From an optimization exercise on the open Yosys and OpenROAD flow, aimed at small area, a short achievable clock period and few clock cycles; shortcuts taken in it are not production practice. Only simulation tests tie the RTL to the original design; equivalence was not proved.

job 404:
// alu_top
module alu_top(
    input wire clk,
    input wire reset,
    input wire [7:0] operand_a,
    input wire [7:0] operand_b,
    input wire [1:0] operation,
    input wire start,
    output reg [15:0] result,
    output wire ready,
    output reg overflow,
    output reg zero
);
Size: roughly 40 I/O pins, about 0.0051 sq mm of cells after synthesis.
export LEC_CHECK = 0
export ABC_AREA = 1
export CAP_MARGIN = 20
export CORE_MARGIN = 2
export CORE_UTILIZATION = 65
export CTS_BUF_LIST = sky130_fd_sc_hd__clkbuf_8
export SETUP_SLACK_MARGIN = 1.8
export SLEW_MARGIN = 20
create_clock -name core_clock -period 7.0 [get_ports {clk}]
standard.sh (not shown) runs the stock make flow with config.mk's settings and CLKGATE_MAP_FILE= SYNTH_SCRIPT=/design/flow/synth_recipe.tcl, a recipe that flattens the netlist after the stock synthesis.
==> flow/flow/run.sh <==
#!/bin/bash
# Standard layout, with the port buffers made of sky130_fd_sc_hd__buf_2 cells
# (buffer_ports otherwise picks the slow clkdlybuf4s50_1). Every port is still buffered.
set -euo pipefail
export BUFFER_PORTS_ARGS="-buffer_cell sky130_fd_sc_hd__buf_2"
bash standard.sh > standard.log 2>&1
Testbench counts of job 404, summed over its fixed seeds: cycles 4,589.
Inputs modified between job 404 and job 297:
- CORE_UTILIZATION: 65 -> 50
- SETUP_SLACK_MARGIN: 1.8 -> 2.2
Findings:
- Job 297 went all the way through synthesis, placement and routing and the layout is clean on timing, DRC and antenna.
- Per the comparison of job 297 with job 404, non-clock buffer area fraction after layout now larger, clock period minus final worst setup slack fell by 0.20 ns.
- Of job 404 and job 297, the run reporting the higher overall routed net length was job 297.
- Job 297: final setup slack of the worst path higher than job 404
What job 6513 does differently from job 297 at the input level:
- SETUP_SLACK_MARGIN: 2.2 -> 1.9
- CORE_UTILIZATION: 50 -> 70
--- outcome ---
When job 6513 is measured against job 297, its worst hold slack turns out 0.047 ns higher.
Critical path launch point = operation[0]: job 297; critical path launch point = operand_a[1]: job 6513
Compared with job 297, job 6513 instantiates a smaller number of standard cells.
Job 297 has lower sequential share of layout area than job 6513.
Setup changes, job 6513 to job 6277
- SETUP_SLACK_MARGIN changed from 1.9 to 2.0
==> notes.md <==
Worst setup path endpoint: result[14] -> job 6513, result[12] -> job 6277. Summary of job 6277 over job 6513: sequential portion of the cell area went down by 0.24 points; worst clock skew about even. Worst hold slack came out lower on job 6277 than on job 6513. A startpoint of the most critical setup path of operation[0] is what job 6277 shows, while operand_a[1] belongs to job 6513. Compared with job 6513, job 6277 has extra setup slack. Job 6513 → job 6277: global-route met2 utilization has decreased; clock-pin slew reported for the worst setup and hold paths after clock tree synthesis shows no meaningful change.
diff inputs: job 6277 => job 793
- swapping 2.0 for 2.4 in SETUP_SLACK_MARGIN
==> comparison <==
Of job 793 and job 6277, only job 793 never reached the final stage. From job 793 to job 6277, vertical extent of the die did not move at all. Sort job 793 and job 6277 by pre-CTS setup slack asc -> top: job 6277. Row number of resized instances in the post-cts repair step: job 793 higher / job 6277 lower. From job 6277 to job 793, number of clock sinks did not move at all.
Input-level comparison between job 1018 and job 793:
- CTS_BUF_LIST now sky130_fd_sc_hd__clkbuf_4, was sky130_fd_sc_hd__clkbuf_8
- SETUP_SLACK_MARGIN now 1.9, was 2.4
Notes after the runs:
Job 1018 closes out successfully: all stages finished, all timing, DRC and antenna checks passed. From job 1018 to job 793, adder and majority gate portion of the synthesized area did not move at all. Comparing job 793 against job 1018, there is no change at all in number of flops mapped to enable cells by yosys. As of job 1018, placed wire-length estimate after detailed placement had risen by a few percent compared to job 793. Die height of job 1018 is on par with job 793. Any difference in total clock buffers created by CTS between job 1018 and job 793 is small enough to ignore. When the final numbers for job 1018 and job 793 were put side by side, the post-detailed-placement cell area turned out to be smaller in job 1018. Job 1018 vs job 793, pre-CTS setup slack went down by 0.22 ns. The number of instances resized during post-cts repair in job 1018 sits 50 below the value recorded for job 793.

---

Starting RTL as in the previous note.
export LEC_CHECK = 0
export ABC_AREA = 1
export CAP_MARGIN = 20
export CORE_MARGIN = 2
export CORE_UTILIZATION = 70
export CTS_BUF_LIST = sky130_fd_sc_hd__clkbuf_8
export SETUP_SLACK_MARGIN = 1.6
export SLEW_MARGIN = 20
create_clock -name core_clock -period 7.0 [get_ports {clk}]
Scripts as last shown in full above: flow/flow/run.sh
Testbench counts at the start, summed over its fixed seeds: cycles 4,589.
==> next run, changes <==
ABC_AREA = 0   (was 1)
SETUP_SLACK_MARGIN = 1.8   (was 1.6)
Effect: Design area came out higher by about a fifth. Hold slack gains 0.0060 ns. Wire length came out higher by roughly a tenth. Worst setup slack gains 0.055 ns. Clock skew came out lower by 0.010 ns. Utilization came out higher by 1.1 points. Critical path depth came out higher by 6.

---

The RTL this note starts from:
==> flow/design.v <==
module alu_top(
    input wire clk,
    input wire reset,
    input wire [7:0] operand_a,
    input wire [7:0] operand_b,
    input wire [1:0] operation,
    input wire start,
    output reg [15:0] result,
    output wire ready,
    output reg overflow,
    output reg zero
);
    wire [7:0] a = operand_a;
    wire [7:0] b = operand_b;
    wire is_mul_in = operation[1] & ~operation[0];
    function [9:0] brow(input [7:0] m, input one, input two, input neg, input ext);
        reg [9:0] m1, m2;
        begin
            m1 = {{2{ext & m[7]}}, m};
            m2 = {ext & m[7], m, 1'b0};
            brow = (({10{one}} & m1) | ({10{two}} & m2)) ^ {10{neg}};
        end
    endfunction
    function [2:0] benc(input [2:0] x);
        benc = {x[1] ^ x[0], (x[2] & ~x[1] & ~x[0]) | (~x[2] & x[1] & x[0]), x[2]};
    endfunction
    reg busy;           
    reg is_div;         
    reg [1:0] cnt;      
    reg flag;           
    reg [7:0] M;        
    reg [16:0] W;       
    wire [2:0] e0 = benc({a[1:0], 1'b0});
    wire u1_one = is_mul_in ? e0[2] : 1'b1;
    wire u1_two = is_mul_in & e0[1];
    wire u1_neg = is_mul_in ? e0[0] : operation[0];
    wire [9:0] A1 = is_mul_in ? 10'd0 : {2'b00, a};
    wire [9:0] B1 = brow(b, u1_one, u1_two, u1_neg, is_mul_in);
    wire [10:0] S1 = {1'b0, A1} + {1'b0, B1} + {10'd0, u1_neg};
    wire [7:0] s = S1[7:0];
    wire as_ov = (a[7] == (b[7] ^ operation[0])) && (s[7] != a[7]);
    wire lt = S1[9];                                 
    wire [2:0] e1 = benc(a[3:1]);
    wire [9:0] A2 = {{2{S1[9]}}, S1[9:2]};
    wire [9:0] B2 = brow(b, e1[2], e1[1], e1[0], 1'b1);
    wire [10:0] S2 = {1'b0, A2} + {1'b0, B2} + {10'd0, e1[0]};
    wire [11:0] p01 = {S2[9:0], S1[1:0]};            
    wire lt2 = {1'b0, a} < {b, 1'b0};                
    wire bz = (b == 8'd0);
    wire q7 = ({7'b0, a[7]} >= b);
    wire r1 = (q7 & ~bz) ? 1'b0 : a[7];
    wire [1:0] x2 = {r1, a[6]};
    wire q6 = ({6'b0, x2} >= b);
    wire [1:0] r2 = q6 ? (x2 - b[1:0]) : x2;
    wire [7:0] R = W[15:8];
    wire [7:0] QL = W[7:0];
    wire [11:0] P = W[11:0];
    wire [4:0] ah = W[16:12];                        
    wire [2:0] e2 = benc(ah[2:0]);
    wire [2:0] e3 = benc(ah[4:2]);
    wire d1_one = is_div | e2[2];
    wire d1_two = ~is_div & e2[1];
    wire d1_neg = is_div | e2[0];
    wire [9:0] DA1 = is_div ? {1'b0, R, QL[7]} : {{2{P[11]}}, P[11:4]};
    wire [9:0] DB1 = brow(M, d1_one, d1_two, d1_neg, ~is_div);
    wire [10:0] T1 = {1'b0, DA1} + {1'b0, DB1} + {10'd0, d1_neg};
    wire qa = ~T1[9];
    wire [7:0] Ra = qa ? T1[7:0] : {R[6:0], QL[7]};
    wire d2_one = is_div | e3[2];
    wire d2_two = ~is_div & e3[1];
    wire d2_neg = is_div | e3[0];
    wire [9:0] DA2 = is_div ? {1'b0, Ra, QL[6]} : {{2{T1[9]}}, T1[9:2]};
    wire [9:0] DB2 = brow(M, d2_one, d2_two, d2_neg, ~is_div);
    wire [10:0] T2 = {1'b0, DA2} + {1'b0, DB2} + {10'd0, d2_neg};
    wire qb = ~T2[9];
    wire [7:0] Rb = qb ? T2[7:0] : {Ra[6:0], QL[6]};
    wire [15:0] div_res = {Rb, QL[5:0], qa, qb};
    wire [15:0] mul_res = {T2[9:0], T1[1:0], P[3:0]};
    wire fast = ~operation[1] | (operation[0] & lt2);
    wire last = busy & (~is_div | cnt[1]);
    assign ready = (start & fast) | last;
    always @(posedge clk or posedge reset) begin
        if (reset) busy <= 1'b0;
        else busy <= busy ? ~last : (start & ~fast);
    end
    always @(posedge clk) begin
        if (!busy) begin
            M <= b;
            is_div <= operation[0];
            cnt <= 2'd0;
            flag <= bz | (~operation[0] & (a == 8'd0));
            W <= operation[0] ? {1'b0, 6'b0, r2, a[5:0], q7, q6} : {a[7:3], p01};
        end else begin
            cnt <= cnt + 2'd1;
            W <= {1'b0, div_res};
        end
    end
    always @(*) begin
        if (busy) begin
            if (is_div) begin
                result = div_res;
                overflow = flag;
                zero = 1'b0;
            end else begin
                result = mul_res;
                overflow = 1'b0;
                zero = flag;
            end
        end else if (operation[1]) begin
            result = lt ? {a, 8'h00} : {s, 8'h01};
            overflow = 1'b0;
            zero = lt;
        end else begin
            result = {{8{s[7]}}, s};
            overflow = as_ov;
            zero = (s == 8'd0);
        end
    end
endmodule
Settings: LEC_CHECK=0, ABC_AREA=1, CAP_MARGIN=20, CORE_MARGIN=2, CORE_UTILIZATION=40, CTS_BUF_LIST=sky130_fd_sc_hd__clkbuf_16, CTS_CLUSTER_DIAMETER=500, CTS_CLUSTER_SIZE=50, SETUP_SLACK_MARGIN=0.2, SLEW_MARGIN=20; clock period 7.0 ns.
Scripts as last shown in full above: flow/flow/run.sh
The starting point finished clean.
Testbench counts at the start, summed over its fixed seeds: cycles 4,589.
Next try:
==> flow/run.sh (new file) <==
#!/bin/bash
# synth_recipe.tcl (not shown) runs the flow's synth.tcl, then flattens the netlist and writes it again
# the make line also repeats each setting of config.mk as NAME=value (left out here)
make -C /OpenROAD-flow-scripts/flow DESIGN_CONFIG=/design/flow/config.mk WORK_HOME=/design/flow/orfs CLKGATE_MAP_FILE= SYNTH_SCRIPT=/design/flow/synth_recipe.tcl finish
CTS_BUF_LIST = not set   (was sky130_fd_sc_hd__clkbuf_16)
CTS_CLUSTER_DIAMETER = not set   (was 500)
CTS_CLUSTER_SIZE = not set   (was 50)
SETUP_SLACK_MARGIN = 1.0   (was 0.2)
removed: flow/flow/run.sh
removed: flow/standard.sh
Effect: Worst hold slack got worse by 0.011 ns. Final area grows by 24%. Setup slack gets better by 0.39 ns. Die area does not change.

## what the ideal ports hide
How much do the figures lean on ideal ports? The routed layouts below were timed once more, with nothing changed but the port constraints. Step 1 (the two cells are an assumption about what drives the block):
set clk [get_ports {clk}]
set_driving_cell -lib_cell sky130_fd_sc_hd__clkbuf_16 $clk
set_driving_cell -lib_cell sky130_fd_sc_hd__buf_2 [delete_from_list [all_inputs] $clk]
Step 2 also shifts input and output timing later by t, the mid clock arrival at the registers, as if the neighbouring blocks saw the same clock. Slacks: ideal / step 1 / step 2; pairs: ideal / step 1.
run	shift t [ns]	setup WS [ns]	hold slack, ns	worst setup path after step 2	cell pins on the clock port's net
job 404	0.315	1.971 / 1.959 / 1.664	0.456 / 0.456 / 0.456	input to register	1
job 297	0.316	2.172 / 2.118 / 2.015	0.438 / 0.438 / 0.438	input to register	1
job 6513	0.309	2.041 / 2.018 / 1.798	0.485 / 0.485 / 0.485	input to register	1
job 6277	0.310	2.130 / 2.094 / 1.856	0.476 / 0.476 / 0.476	input to register	1
job 1018	0.358	2.066 / 2.040 / 1.736	0.481 / 0.481 / 0.481	input to register	1
the first run of note 2	0.305	1.795 / 1.774 / 1.573	0.486 / 0.486 / 0.486	input to register	1
the second run of note 2	0.322	1.850 / 1.833 / 1.601	0.491 / 0.491 / 0.491	input to register	1
the first run of note 3	0.313	0.664 / 0.626 / 0.819	0.444 / 0.444 / 0.444	input to output	1
the second run of note 3	0.319	1.058 / 1.015 / 1.100	0.433 / 0.433 / 0.433	input to output	1
After both steps setup and hold are still met in every run listed. For job 1018, which loses most, drivers alone change the setup slack by -0.026 ns; drivers and shift together by -0.330 ns.
